Background: an optimization exercise with open tools, aiming at small area. Do not read the settings as production practice.
In this exercise RTL edits were held to simulation tests only and were not proved equivalent to the original.
No driver is modelled on the clock port, so clock power and skew are understated where the tree is cut down; a real chip needs a root buffer or a tree.

== rev 12 ==
==> module seven_seg, before the edit <==
module seven_seg(
    input sysclk,
    input rst,
    output [3:0] cath,
    output shift,
    output data,
    output latch,
    output blank
    );
    reg [6:0] qs;
    wire [6:0] q = qs ^ 7'b1010101;
    reg [1:0] dig;
    reg blank_r;
    wire endA = q[4] & q[3] & q[2] & q[1] & q[0];
    wire endB = q[5];
    wire qload = rst | (blank_r ? endA : endB);
    always @(posedge sysclk) begin
        qs <= (qload ? 7'd0 : {q[5:0], ~(q[6] ^ q[0])}) ^ 7'b1010101;
        blank_r <= rst | (blank_r ? ~endA : endB);
        if (rst) dig <= 0;
        else if (!blank_r && endB) dig <= dig + 2'd1;
    end
    assign blank = blank_r;
    assign cath = 4'b0001 << dig;
    function [3:0] inc10(input [3:0] d);
        inc10 = {(d[2]),
                 (d[1]),
                 (d[0]),
                 (~d[2] & ~d[3]) | (d[0] & ~d[1]) | (d[1] & d[2] & d[3])};
    endfunction
    function [3:0] inc10u(input [3:0] d);
        inc10u = {(d[2] & d[3]) | (d[1] & d[2]),
                  (d[1]),
                  (d[0]),
                  (~d[2] & ~d[3]) | (d[0] & ~d[1]) | (d[1] & d[2] & d[3])};
    endfunction
    function [3:0] show0(input [3:0] d);
        show0 = {(d[3]),
                 (d[2] & d[3]) | (d[1] & d[2]),
                 (d[1]),
                 (d[0])};
    endfunction
    function is9u(input [3:0] d);
        is9u = (~d[1] & ~d[2] & d[3]);
    endfunction
    function is9(input [3:0] d);
        is9 = (~d[1] & ~d[2] & d[3]);
    endfunction
    function is0(input [3:0] d);
        is0 = (~d[0] & ~d[2] & ~d[3]);
    endfunction
    reg [9:0] ps;
    wire [9:0] p = ps ^ 10'b1010101010;
    reg [3:0] d0, d1, d2, d3;
    wire pwrap = ~(p[8] | p[7] | p[4] | p[3] | p[1] | p[0]);
    wire en0 = pwrap;
    wire c0 = en0 & is9u(d0);
    wire c1 = c0 & is9(d1);
    wire c2 = c1 & is9(d2);
    always @(posedge sysclk) begin
        ps <= ((rst | pwrap) ? 10'd174 : {p[8:0], p[9] ^ p[2]}) ^ 10'b1010101010;
        if (rst) begin
            d0 <= 4'b0100; d1 <= 0; d2 <= 0; d3 <= 0;
        end else begin
            if (en0) d0 <= inc10u(d0);
            if (c0) d1 <= inc10(d1);
            if (c1) d2 <= inc10(d2);
            if (c2) d3 <= inc10(d3);
        end
    end
    reg [3:0] v;
    always @(*) begin
        case (dig)
            2'd0: v = show0(d0);
            2'd1: v = d1;
            2'd2: v = d2;
            default: v = d3;
        endcase
    end
    wire z3 = is0(d3);
    wire z32 = z3 & is0(d2);
    wire z321 = z32 & is0(d1);
    wire z = (dig == 3) ? z3 : (dig == 2) ? z32 : (dig == 1) ? z321 : 1'b0;
    wire [3:0] code = v | (4'b0010 & {4{z}});
    reg [4:0] s;
    reg [3:0] old;                                     
    reg shift_r, latch_r, data_r;
    wire differ = code != old;
    wire [7:0] pat = {1'b0, (~code[1]) | (code[3]) | (code[2]),
                      (~code[0] & ~code[1]) | (code[0] & code[1]) | (code[0] & code[2]),
                      (~code[0] & ~code[1] & ~code[3]) | (code[0] & code[1] & ~code[2]) | (~code[0] & ~code[1] & code[2]),
                      (code[0] & ~code[3]) | (~code[0] & code[2]) | (~code[1] & ~code[2]),
                      (~code[0] & ~code[1]) | (code[0] & code[1]) | (code[2] & ~code[3]) | (~code[1] & code[2]),
                      (~code[0] & ~code[1]) | (code[3]),
                      (code[0] & code[1]) | (code[3])};
    always @(posedge sysclk) begin
        if (rst) begin
            s <= 0;
            old <= 4'd15;
            shift_r <= 0;
            latch_r <= 0;
            data_r <= 0;
        end else if (differ) begin
            s <= s + 1;
            if (s == 16) begin
                shift_r <= 0;
                latch_r <= 1;
            end else if (s == 17) begin
                old <= code;
                latch_r <= 0;
            end else begin
                latch_r <= 0;
                if (!s[4] && !s[0]) begin
                    data_r <= pat[s[3:1]];
                    shift_r <= 0;
                end else
                    shift_r <= 1;
            end
        end else
            s <= 0;
    end
    assign shift = shift_r;
    assign latch = latch_r;
    assign data = data_r;
endmodule
export LEC_CHECK = 0
export CAP_MARGIN = 20
export CORE_AREA = 2.3 2.72 60.72 60.56
export DIE_AREA = 0 0 63 63
export PLACE_DENSITY = 0.8
export SLEW_MARGIN = 20
create_clock -name core_clock -period 40.0 [get_ports {sysclk}]
standard.sh (not shown) runs the stock make flow with config.mk's settings and CLKGATE_MAP_FILE= SYNTH_SCRIPT=/design/flow/synth_recipe.tcl, a recipe that flattens the netlist after the stock synthesis.
==> flow/flow/run.sh <==
#!/bin/bash
# Own flow: the standard flow (standard.sh) with three changes:
#  - after the standard synthesis, its combinational logic is mapped again by ABC
#    with area-oriented scripts (abc_*.abc); the registers are kept as they are
#    (same instances, names and cells). The smallest netlist that Yosys proves
#    equivalent to the standard one (equiv.tcl) replaces it;
#  - port buffers are buf_1;
#  - the clock tree is a clkbuf_1 root and 3 or 4 clkbuf_8 leaves, one per cluster
#    of flip-flops (manual_cts.tcl), if its estimated clock-pin slew is at most
#    112 ps; otherwise TritonCTS's tree with clkbuf_8 and no dummy loads, its
#    buffers shrunk where the slew stays under 100 ps (cts_resize.tcl).
set -euo pipefail
export LIB="$FLOW_HOME/platforms/sky130hd/lib/sky130_fd_sc_hd__tt_025C_1v80.lib"
RES=orfs/results/sky130hd/seven_seg/base
bash standard.sh synth > synth.log 2>&1
cp "$RES/1_2_yosys.v" std_1_2_yosys.v
python3 flow/prep_equiv.py std_1_2_yosys.v eq_gold.v g > prep_equiv.log 2>&1

remap() {
  n=$(basename "$1" .abc)
  IN=std_1_2_yosys.v OUT="remap_$n.v" ABCSCRIPT="$1" timeout 600 yosys -c flow/remap.tcl > "remap_$n.log" 2>&1 || true
}
export -f remap
ls flow/abc_*.abc | xargs -P 4 -I{} bash -c 'remap {}'

best=std_1_2_yosys.v
bestarea=1000000000
for s in flow/abc_*.abc; do
  n=$(basename "$s" .abc)
  [[ -f "remap_$n.v.stat" && -f "remap_$n.v" ]] || { echo "$n failed" >> remap_summary.log; continue; }
  a=$(awk '/Chip area/ {print $NF}' "remap_$n.v.stat")
  if grep -q "sky130_fd_sc_hd__lpflow\|sky130_fd_sc_hd__probe" "remap_$n.v"; then
    echo "$n uses a don't-use cell" >> remap_summary.log; continue
  fi
  python3 flow/prep_equiv.py "remap_$n.v" "eq_gate_$n.v" t >> prep_equiv.log 2>&1
  if GOLD=eq_gold.v GATE="eq_gate_$n.v" timeout 600 yosys -c flow/equiv.tcl > "equiv_$n.log" 2>&1; then
    echo "$n area $a equivalent" >> remap_summary.log
    if awk -v a="$a" -v b="$bestarea" 'BEGIN {exit !(a < b)}'; then best="remap_$n.v"; bestarea=$a; fi
  else
    echo "$n area $a NOT equivalent" >> remap_summary.log
  fi
done
echo "using $best" >> remap_summary.log
if [[ "$best" != std_1_2_yosys.v ]]; then
  cp "$best" "$RES/1_2_yosys.v"
  rm -f "$RES/1_synth.odb" "$RES/1_synth.sdc"
fi

ARGS=("BUFFER_PORTS_ARGS=-buffer_cell sky130_fd_sc_hd__buf_1"
  "CTS_ARGS=-sink_clustering_enable -repair_clock_nets -dont_use_dummy_load -buf_list sky130_fd_sc_hd__clkbuf_8 -root_buf sky130_fd_sc_hd__clkbuf_8")
bash standard.sh "${ARGS[@]}" cts > cts.log 2>&1
# Replace TritonCTS's tree by a smaller one if it keeps the clock-pin slew low:
# root clkbuf_1 and K clkbuf_8 leaves over K clusters of flip-flops.
manual=0
for K in 3 4; do
  if PLATFORM_DIR="$FLOW_HOME/platforms/sky130hd" MANUAL_CTS_TCL=flow/manual_cts.tcl ODB="$RES/3_place.odb" \
     SDC="$RES/3_place.sdc" K=$K CB=sky130_fd_sc_hd__clkbuf_8 RB=sky130_fd_sc_hd__clkbuf_1 ODB_OUT="manual_cts_$K.odb" \
     openroad -no_init -exit flow/manual_cts_one.tcl > "manual_cts_$K.log" 2>&1; then
    sl=$(awk '/MAXCLKSLEW/ {print $2}' "manual_cts_$K.log")
    if [[ -n "$sl" ]] && awk -v a="$sl" 'BEGIN {exit !(a <= 112)}'; then
      cp "manual_cts_$K.odb" "$RES/4_1_cts.odb"; manual=1
      echo "manual clock tree with $K leaves, $sl ps" > clock_tree.log
      break
    fi
  fi
done
if [[ $manual == 0 ]]; then
  echo "TritonCTS tree, resized" > clock_tree.log
  PLATFORM_DIR="$FLOW_HOME/platforms/sky130hd" ODB="$RES/4_1_cts.odb" SDC="$RES/4_cts.sdc" LIMIT_PS=100 \
    ODB_OUT="$RES/4_1_cts.odb" openroad -no_init -exit flow/cts_resize.tcl > cts_resize.log 2>&1
fi
bash standard.sh "${ARGS[@]}" finish > finish.log 2>&1
Other scripts of this flow, unchanged in this note and not shown: flow/flow/abc_plain.abc, flow/flow/abc_s0.abc, flow/flow/abc_s11.abc, flow/flow/abc_s17.abc, flow/flow/abc_s19.abc, flow/flow/abc_s23.abc, flow/flow/abc_s29.abc, flow/flow/abc_s3.abc, flow/flow/abc_s5.abc, flow/flow/abc_s7.abc, flow/flow/cts_resize.tcl, flow/flow/equiv.tcl, flow/flow/manual_cts.tcl, flow/flow/manual_cts_one.tcl, flow/flow/prep_equiv.py, flow/flow/remap.tcl
The following lists how rev 13 was set up differently from rev 12:
--- a/flow/design.v
+++ b/flow/design.v
@@ -30,19 +30,4 @@
                  (~d[2] & ~d[3]) | (d[0] & ~d[1]) | (d[1] & d[2] & d[3])};
     endfunction
-    function [3:0] inc10u(input [3:0] d);
-        inc10u = {(d[2] & d[3]) | (d[1] & d[2]),
-                  (d[1]),
-                  (d[0]),
-                  (~d[2] & ~d[3]) | (d[0] & ~d[1]) | (d[1] & d[2] & d[3])};
-    endfunction
-    function [3:0] show0(input [3:0] d);
-        show0 = {(d[3]),
-                 (d[2] & d[3]) | (d[1] & d[2]),
-                 (d[1]),
-                 (d[0])};
-    endfunction
-    function is9u(input [3:0] d);
-        is9u = (~d[1] & ~d[2] & d[3]);
-    endfunction
     function is9(input [3:0] d);
         is9 = (~d[1] & ~d[2] & d[3]);
@@ -53,16 +38,18 @@
     reg [9:0] ps;
     wire [9:0] p = ps ^ 10'b1010101010;
+    reg first;
     reg [3:0] d0, d1, d2, d3;
     wire pwrap = ~(p[8] | p[7] | p[4] | p[3] | p[1] | p[0]);
-    wire en0 = pwrap;
-    wire c0 = en0 & is9u(d0);
+    wire en0 = pwrap & ~first;
+    wire c0 = en0 & is9(d0);
     wire c1 = c0 & is9(d1);
     wire c2 = c1 & is9(d2);
     always @(posedge sysclk) begin
         ps <= ((rst | pwrap) ? 10'd174 : {p[8:0], p[9] ^ p[2]}) ^ 10'b1010101010;
+        first <= rst | (first & ~pwrap);
         if (rst) begin
-            d0 <= 4'b0100; d1 <= 0; d2 <= 0; d3 <= 0;
+            d0 <= 0; d1 <= 0; d2 <= 0; d3 <= 0;
         end else begin
-            if (en0) d0 <= inc10u(d0);
+            if (en0) d0 <= inc10(d0);
             if (c0) d1 <= inc10(d1);
             if (c1) d2 <= inc10(d2);
@@ -73,5 +60,5 @@
     always @(*) begin
         case (dig)
-            2'd0: v = show0(d0);
+            2'd0: v = d0;
             2'd1: v = d1;
             2'd2: v = d2;
### Flow results
- Post-synthesis average cell area, rev 12 and rev 13: lower on rev 12
- Area used by multi-input combinational logic in rev 13 is 1.0% higher than in rev 12
- When rev 13 is measured against rev 12, its wire length turns out 1.6% lower.
- In rev 13, the period utilization came out 0.24 points above the value in rev 12.
- Against rev 12, sequential cell count in rev 13 rose by a few percent.
No run of this note takes its clock network from TritonCTS; it comes from the design's own scripts or RTL.

-- port drivers added, routing unchanged --
No port has a modelled driver above. Below, the same layouts with a new extraction and two added sets of constraints.
Step 1, drivers: a clkbuf_16 drives sysclk and a buf_2 each remaining input, both assumed.
Step 2 also shifts input and output timing later by t, the mid clock arrival at the registers, as if the neighbouring blocks saw the same clock.
a / b / c = ideal ports / drivers / drivers and shift; a / b = the first two.
run	shift t [ns]	slack for setup (ns)	worst setup path at the end	latest minus earliest clock arrival (ns)
rev 12	0.532	29.858 / 29.861 / 29.329	input to register	0.025 / 0.024
rev 13	0.484	29.761 / 29.764 / 29.280	input to register	0.012 / 0.012
After both steps setup and hold are still met in every run listed. For rev 12, which loses most, drivers alone change the setup slack by +0.003 ns; drivers and shift together by -0.529 ns.
